This design comes from an exercise in tuning for a short achievable clock period and few clock cycles on the open sky130 flow, not from production work.
Where RTL was checked, it was by simulation tests only, not by an equivalence proof against the original.
Power and IR drop assume default switching activity.

== run K ==
Design CPU, start of the top module:
module CPU(
  input clk, rst, ready,
  input [15:0] data_in,
  output reg load, store,
  output reg code_seg, data_seg, stack_seg,
  output alu_wb,
  output [23:0] addr_out,
  output [15:0] data_out
  );
For scale: ~2,800 cells after synthesis, ~65 I/O pins, about 26,000 sq um of cells after synthesis.
clock: 13.0 ns
lec_check: 0
cap_margin: 75
core_margin: 2
core_utilization: 55
setup_slack_margin: 5
slew_margin: 75
standard.sh (not shown) runs the stock make flow with config.mk's settings and CLKGATE_MAP_FILE= SYNTH_SCRIPT=/design/flow/synth_recipe.tcl, a recipe that flattens the netlist after the stock synthesis.
==> flow/flow/run.sh <==
#!/bin/bash
# Own layout flow: the standard flow, with two changes to how cells are
# chosen after synthesis:
#  - every input and output port is buffered with sky130_fd_sc_hd__buf_4
#    (the standard flow lets the resizer pick the port buffer, and it picks a
#    delay cell, clkdlybuf4s50_1);
#  - the delay cells (clkdlybuf4s*, dlygate*, dlymetal*) are added to the
#    platform's DONT_USE_CELLS for the steps after synthesis, so the resizer
#    does not repair slew and long wires with delay cells.
# Synthesis is the standard synthesis, run unchanged.
set -euo pipefail
bash standard.sh synth > flow_synth.log 2>&1
# the platform's own list, as ORFS's make reads it
base=$(make -s -C "$FLOW_HOME" DESIGN_CONFIG="$PWD/config.mk" WORK_HOME="$PWD/orfs" print-DONT_USE_CELLS 2> flow_dont_use.log | sed -n 's/^DONT_USE_CELLS: *//p')
echo "platform DONT_USE_CELLS: $base" >> flow_dont_use.log
[[ -n "$base" ]] || { echo "no DONT_USE_CELLS from ORFS" >&2; exit 1; }
delay="sky130_fd_sc_hd__clkdlybuf4s15_1 sky130_fd_sc_hd__clkdlybuf4s15_2 sky130_fd_sc_hd__clkdlybuf4s18_1 sky130_fd_sc_hd__clkdlybuf4s18_2 sky130_fd_sc_hd__clkdlybuf4s25_1 sky130_fd_sc_hd__clkdlybuf4s25_2 sky130_fd_sc_hd__clkdlybuf4s50_1 sky130_fd_sc_hd__clkdlybuf4s50_2 sky130_fd_sc_hd__dlygate4sd1_1 sky130_fd_sc_hd__dlygate4sd2_1 sky130_fd_sc_hd__dlygate4sd3_1 sky130_fd_sc_hd__dlymetal6s2s_1 sky130_fd_sc_hd__dlymetal6s4s_1 sky130_fd_sc_hd__dlymetal6s6s_1"
export BUFFER_PORTS_ARGS="-buffer_cell sky130_fd_sc_hd__buf_4"
bash standard.sh finish "DONT_USE_CELLS=$base $delay" > flow_layout.log 2>&1
Testbench counts of run K, summed over its fixed seeds: cycles 26,244.
Edits applied to the flow inputs when going from run K to run E:
--- a/flow/design.v
+++ b/flow/design.v
@@ -64,16 +64,18 @@
   input wr_ss, wr_ds, wr_cs,
   input twb,
   input ALU_en, awb,
   input mem_wr,                    
   input [2:0] rsel_a,
   input [1:0] rsel_b,
+  input [3:0] rsel_c,              
   input [7:0] sel_itr, sel_gpr,
   input sel_ss, sel_ds, sel_cs,
   input [15:0] imm_q,
   output [15:0] out_A, out_B, main_bus,
+  output [7:0] out_C,
   output [15:0] PC, V2, ACC,
   output reg [7:0] CS, DS, SS
   );
   reg [7:0] lo_ITR [7:0];
   reg [7:0] hi_ITR [7:0];
   reg [7:0] lo_GPR [7:0];
@@ -125,12 +127,13 @@
       bus_r = bus_r | ({16{sel_itr[i]}} & {hi_ITR[i], lo_ITR[i]}) |
                       ({16{sel_gpr[i]}} & {hi_GPR[i], lo_GPR[i]});
   end
   assign main_bus = bus_r;
   assign out_A = { hi_ITR[rsel_a], lo_ITR[rsel_a] };
   assign out_B = { hi_ITR[rsel_b], lo_ITR[rsel_b] };
+  assign out_C = rsel_c[3] ? lo_ITR[rsel_c[2:0]] : lo_GPR[rsel_c[2:0]];
   assign PC = {hi_ITR[7], lo_ITR[7]};
   assign V2 = {hi_ITR[2], lo_ITR[2]};
   assign ACC = {hi_ITR[3], lo_ITR[3]};
 endmodule
 `timescale 1ns / 1ps
 module DEC(
@@ -222,13 +225,13 @@
   reg [23:0] nxa;  
   reg [7:0] q_sel_itr, q_sel_gpr, q_wr_itr, q_wr_gpr;
   reg q_sel_ss, q_sel_ds, q_sel_cs, q_wr_ss, q_wr_ds, q_wr_cs, q_twb, q_pcw, q_csw;
   reg [15:0] imm_q;
   reg q_notb, q_cin, q_xor, q_and, q_or, q_nor, q_sum, q_shl, q_shr, q_arth, q_rot, q_alu_en;
   wire [15:0] rd_A, rd_B, bus_q, alu_Qo, PC, V2, ACC;
-  wire [7:0] CS, DS, SS;
+  wire [7:0] CS, DS, SS, rd_C;
   wire ctrlo, aluo, poso, immo, twb, awb, new_carry_flag;
   wire tgpr_dst, titr_dst, tss_dst, tds_dst, tcs_dst;
   wire tgpr_src, titr_src, tss_src, tds_src, tcs_src;
   wire [4:0] pcpos;
   wire [2:0] isrc, idst, iscra;
   wire [1:0] iscrb;
@@ -280,28 +283,28 @@
     pc_next,
     q_wr_itr, q_wr_gpr,
     q_wr_ss, q_wr_ds, q_wr_cs,
     q_twb,
     q_alu_en, awb,
     mem_wr,
-    n_iscra, n_iscrb,
+    n_iscra, n_iscrb, data_in[14:11],
     q_sel_itr, q_sel_gpr,
     q_sel_ss, q_sel_ds, q_sel_cs,
     imm_q,
-    rd_A, rd_B, bus_q,
+    rd_A, rd_B, bus_q, rd_C,
     PC, V2, ACC,
     CS, DS, SS
   );
   wire [15:0] pc_seq = PC + 16'h4;
   wire [15:0] pc_br = PC + {{10{IR[1][12]}}, IR[1][11:8], 2'b00} + 16'h4;
   wire br_ok = ~IR[1][15] & (dec_x_branch | ~IR[1][13]) & (|IR[1][12:8]);
   wire n_br = br_ok & ~(IR[1][14] & data_in[0]);
   wire [15:0] pc_pred = n_br ? pc_br : pc_seq;
   wire n_mem = IR[1][15:14] == 2'b01 && data_in[8];
-  wire n_bub = n_pc_write | n_cs_write;
-  wire [23:0] a_L = n_mem ? {data_in[6] ? SS : DS, ACC} : {CS, pc_pred};
+  wire n_bub = n_pc_write;
+  wire [23:0] a_L = n_mem ? {data_in[6] ? SS : DS, ACC} : {n_cs_write ? rd_C : CS, pc_pred};
   wire [23:0] a_nx = xe ? {cs_next, pc_next} : nxa;
   wire [23:0] a_rdy = st_L ? a_L :
                       st_H ? (load ? {addr_r[23:16], addr_r[15:0] + 16'h2} : addr_r) :
                       st_M ? a_nx : addr_r;
   wire [23:0] a_next = ready ? a_rdy : (st_B ? a_nx : addr_r);
   always @(posedge clk or posedge rst) begin
==> comparison <==
- Higher power share of the combinational group among run E and run K: run K
- Per the comparison of run E with run K, finished layout cell area shows an increase of about 3%; clock skew shows no meaningful change; maximum fanout count along the critical path went up 34.
- Run E: no failed stages, no open violations at the end
- Run E vs. run K: non-filler instance count after layout went up by 5.9%; final-stage net count went up by 146; number of rows in the core area went up by 2; maximum frequency went down by 2.3%; routed wire length went up by about 13%.
- Proportion of power drawn by the clock network (run E over run K): decrease, 0.2 points
- Against run K, total power per unit cell area in run E fell slightly.
- When the final numbers for run E and run K were put side by side, the data required time of the critical path turned out to be greater in run E.
Function not checked in run E: the RTL went through the layout flow alone.

---

Starting RTL as in the previous note.
==> flow/config.mk <==
export PLATFORM = sky130hd
export DESIGN_NAME = CPU
export DESIGN_NICKNAME = CPU
export VERILOG_FILES = /design/flow/design.v
export SDC_FILE = /design/flow/constraint.sdc
export NUM_CORES = 4
export LEC_CHECK = 0
export CAP_MARGIN = 75
export CORE_MARGIN = 2
export CORE_UTILIZATION = 55
export SETUP_SLACK_MARGIN = 5
export SLEW_MARGIN = 75
==> flow/constraint.sdc <==
create_clock -name core_clock -period 13.0 [get_ports {clk}]
set_input_delay 2.6000 -clock core_clock [delete_from_list [all_inputs] [get_ports {clk}]]
set_output_delay 2.6000 -clock core_clock [all_outputs]
set_load 0.01 [all_outputs]
==> flow/flow/run.sh <==
#!/bin/bash
# Own layout flow: the standard flow, with two changes to how cells are
# chosen after synthesis:
#  - every input and output port is buffered with sky130_fd_sc_hd__buf_4
#    (the standard flow lets the resizer pick the port buffer, and it picks a
#    delay cell, clkdlybuf4s50_1);
#  - the delay cells (clkdlybuf4s*, dlygate*, dlymetal*) are kept out of the
#    resizer's buffering, so long wires are not repaired with delay cells.
# Synthesis is the standard synthesis, run unchanged.
set -euo pipefail
bash standard.sh synth > flow_synth.log 2>&1
export DONT_USE_CELLS="sky130_fd_sc_hd__clkdlybuf4s15_1 sky130_fd_sc_hd__clkdlybuf4s15_2 sky130_fd_sc_hd__clkdlybuf4s18_1 sky130_fd_sc_hd__clkdlybuf4s18_2 sky130_fd_sc_hd__clkdlybuf4s25_1 sky130_fd_sc_hd__clkdlybuf4s25_2 sky130_fd_sc_hd__clkdlybuf4s50_1 sky130_fd_sc_hd__clkdlybuf4s50_2 sky130_fd_sc_hd__dlygate4sd1_1 sky130_fd_sc_hd__dlygate4sd2_1 sky130_fd_sc_hd__dlygate4sd3_1 sky130_fd_sc_hd__dlymetal6s2s_1 sky130_fd_sc_hd__dlymetal6s4s_1 sky130_fd_sc_hd__dlymetal6s6s_1"
export BUFFER_PORTS_ARGS="-buffer_cell sky130_fd_sc_hd__buf_4"
bash standard.sh > flow_layout.log 2>&1
Testbench counts at the start, summed over its fixed seeds: cycles 26,244.
Edit:
--- a/flow/design.v
+++ b/flow/design.v
@@ -217,12 +217,14 @@
   reg xe;  
   reg [23:0] addr_r;
   reg [15:0] dout;
   reg wb_out;
   reg [15:0] opA, opNB, npc;
   reg [23:0] nxa;  
+  reg [23:0] fa_r;  
+  reg idle;  
   reg [7:0] q_sel_itr, q_sel_gpr, q_wr_itr, q_wr_gpr;
   reg q_sel_ss, q_sel_ds, q_sel_cs, q_wr_ss, q_wr_ds, q_wr_cs, q_twb, q_pcw, q_csw;
   reg [15:0] imm_q;
   reg q_notb, q_cin, q_xor, q_and, q_or, q_nor, q_sum, q_shl, q_shr, q_arth, q_rot, q_alu_en;
   wire [15:0] rd_A, rd_B, bus_q, alu_Qo, PC, V2, ACC;
   wire [7:0] CS, DS, SS;
@@ -288,50 +290,62 @@
     q_sel_ss, q_sel_ds, q_sel_cs,
     imm_q,
     rd_A, rd_B, bus_q,
     PC, V2, ACC,
     CS, DS, SS
   );
+  wire [15:0] pc_off = {{10{IR[1][12]}}, IR[1][11:8], 2'b00};
   wire [15:0] pc_seq = PC + 16'h4;
-  wire [15:0] pc_br = PC + {{10{IR[1][12]}}, IR[1][11:8], 2'b00} + 16'h4;
+  wire [15:0] pc_br = PC + pc_off + 16'h4;
   wire br_ok = ~IR[1][15] & (dec_x_branch | ~IR[1][13]) & (|IR[1][12:8]);
   wire n_br = br_ok & ~(IR[1][14] & data_in[0]);
   wire [15:0] pc_pred = n_br ? pc_br : pc_seq;
-  wire n_mem = IR[1][15:14] == 2'b01 && data_in[8];
-  wire n_bub = n_pc_write | n_cs_write;
+  wire n_mem = ~IR[1][15] & IR[1][14] & data_in[8];
+  wire n_t = IR[1][14] & data_in[0];
+  wire n_id7 = IR[1][3] ? (data_in[13] & data_in[12] & data_in[11]) :
+                          (IR[1][1] & IR[1][0] & data_in[15]);
+  wire n_pcw = n_id7 & ((IR[1][3] | IR[1][15] | n_t) ? data_in[14] : IR[1][2]);
+  wire n_csw = ~IR[1][15] & ~n_t & ~IR[1][3] & ~IR[1][2] & IR[1][1];
+  wire n_bub = n_pcw | n_csw;
   wire [23:0] a_L = n_mem ? {data_in[6] ? SS : DS, ACC} : {CS, pc_pred};
   wire [23:0] a_nx = xe ? {cs_next, pc_next} : nxa;
-  wire [23:0] a_rdy = st_L ? a_L :
-                      st_H ? (load ? {addr_r[23:16], addr_r[15:0] + 16'h2} : addr_r) :
-                      st_M ? a_nx : addr_r;
-  wire [23:0] a_next = ready ? a_rdy : (st_B ? a_nx : addr_r);
+  wire [23:0] a_inc = {fa_r[23:16], fa_r[15:0] + 16'h2};
+  wire [23:0] a_next = ready ? (st_L ? a_L : st_H ? (idle ? addr_r : a_inc) : st_M ? a_nx : addr_r)
+                             : (st_B ? a_nx : addr_r);
+  wire [23:0] fa_next = ready ? (st_L ? a_L : st_H ? (idle ? fa_r : a_inc) : st_M ? a_nx : fa_r)
+                              : (st_B ? a_nx : fa_r);
   always @(posedge clk or posedge rst) begin
     if (rst) begin
       IR[1] <= 16'h0; IR[0] <= 16'h0;
       st_H <= 1'b1; st_L <= 1'b0; st_M <= 1'b0; st_B <= 1'b0;
+      idle <= 1'b1;
       xe <= 1'b0;
       load <= 1'b0;
       store <= 1'b0;
       code_seg <= 1'b1; data_seg <= 1'b0; stack_seg <= 1'b0;
       addr_r <= 24'hff0000;
+      fa_r <= 24'hff0000;
       dout <= 16'h0; wb_out <= 1'b0;
-      opA <= 16'h0; opNB <= 16'h0; npc <= 16'h0; nxa <= 24'h0;
+      opA <= 16'h0; opNB <= 16'h0; npc <= 16'h0;
+      nxa <= 24'h0;
       q_sel_itr <= 8'h0; q_sel_gpr <= 8'h0; q_wr_itr <= 8'h0; q_wr_gpr <= 8'h0;
       q_sel_ss <= 1'b0; q_sel_ds <= 1'b0; q_sel_cs <= 1'b0;
       q_wr_ss <= 1'b0; q_wr_ds <= 1'b0; q_wr_cs <= 1'b0;
       q_twb <= 1'b0; q_pcw <= 1'b0; q_csw <= 1'b0; imm_q <= 16'h0;
       q_notb <= 1'b0; q_cin <= 1'b0; q_xor <= 1'b0; q_and <= 1'b0; q_or <= 1'b0;
       q_nor <= 1'b0; q_sum <= 1'b0; q_shl <= 1'b0; q_shr <= 1'b0; q_arth <= 1'b0;
       q_rot <= 1'b0; q_alu_en <= 1'b0;
     end
     else begin
       xe <= 1'b0;
+      idle <= 1'b0;
       addr_r <= a_next;
+      fa_r <= fa_next;
       if (xe) nxa <= {cs_next, pc_next};
       if (st_H) begin
-        if (ready && load) begin
+        if (ready && !idle) begin
           IR[1] <= data_in;
           st_H <= 1'b0; st_L <= 1'b1;
         end
         else load <= 1'b1;
       end
       if (st_L) begin
@@ -348,13 +362,13 @@
         imm_q <= {16{n_immo}} & n_imm_value;
         q_wr_itr <= {8{n_titr_dst}} & n_idst_oh & 8'h7f;
         q_wr_gpr <= {8{~n_titr_dst & n_tgpr_dst}} & n_idst_oh;
         q_wr_ss <= n_seg_dst & n_tss_dst;
         q_wr_ds <= n_seg_dst & n_tds_dst;
         q_wr_cs <= n_seg_dst & n_tcs_dst;
-        q_twb <= n_twb; q_pcw <= n_pc_write; q_csw <= n_cs_write;
+        q_twb <= n_twb; q_pcw <= n_pcw; q_csw <= n_csw;
         dout <= V2;
         if (n_mem) wb_out <= data_in[9];
       end
       if (st_L && ready) begin
         st_L <= 1'b0;
         xe <= 1'b1;
Effect:
- power decreases by about 4%
- sequential share of layout area climbs by 0.62 points
- critical path depth climbs by 10
- cell area grows by about 0.9%
- clock-buffer cell count goes up by 9
- routed wire length came out lower by about 0.4%
The RTL of the second run of this note was laid out without a check of its function.

==> afterwards: timing with drivers on the ports <==
No port has a modelled driver above. Below, the same layouts with a new extraction and two added sets of constraints.
Step 1 sets driving cells, clkbuf_16 on the clock port and buf_2 on the other inputs (assumed; they add their load-dependent delay and slew).
Step 2 moves the port delays by t, midway between the first and last clock arrival at a register: inputs arrive t later, outputs are due t later. That takes back most of the time a late clock gives input paths.
a / b / c = ideal ports / drivers / drivers and shift; a / b = the first two.
run | t (ns) | setup slack, ns | latest minus earliest clock arrival (ns)
run K | 0.671 | 8.937 / 8.978 / 8.306 | 0.029 / 0.029
run E | 0.679 | 8.840 / 8.858 / 8.178 | 0.027 / 0.027
the first run of note 2 | 0.673 | 9.090 / 9.030 / 8.510 | 0.024 / 0.024
the second run of note 2 | 0.664 | 8.639 / 8.672 / 8.008 | 0.024 / 0.024
After both steps setup and hold are still met in every run listed. For run E, which loses most, drivers alone change the setup slack by +0.018 ns; drivers and shift together by -0.662 ns. Setup slack includes reset recovery checks.
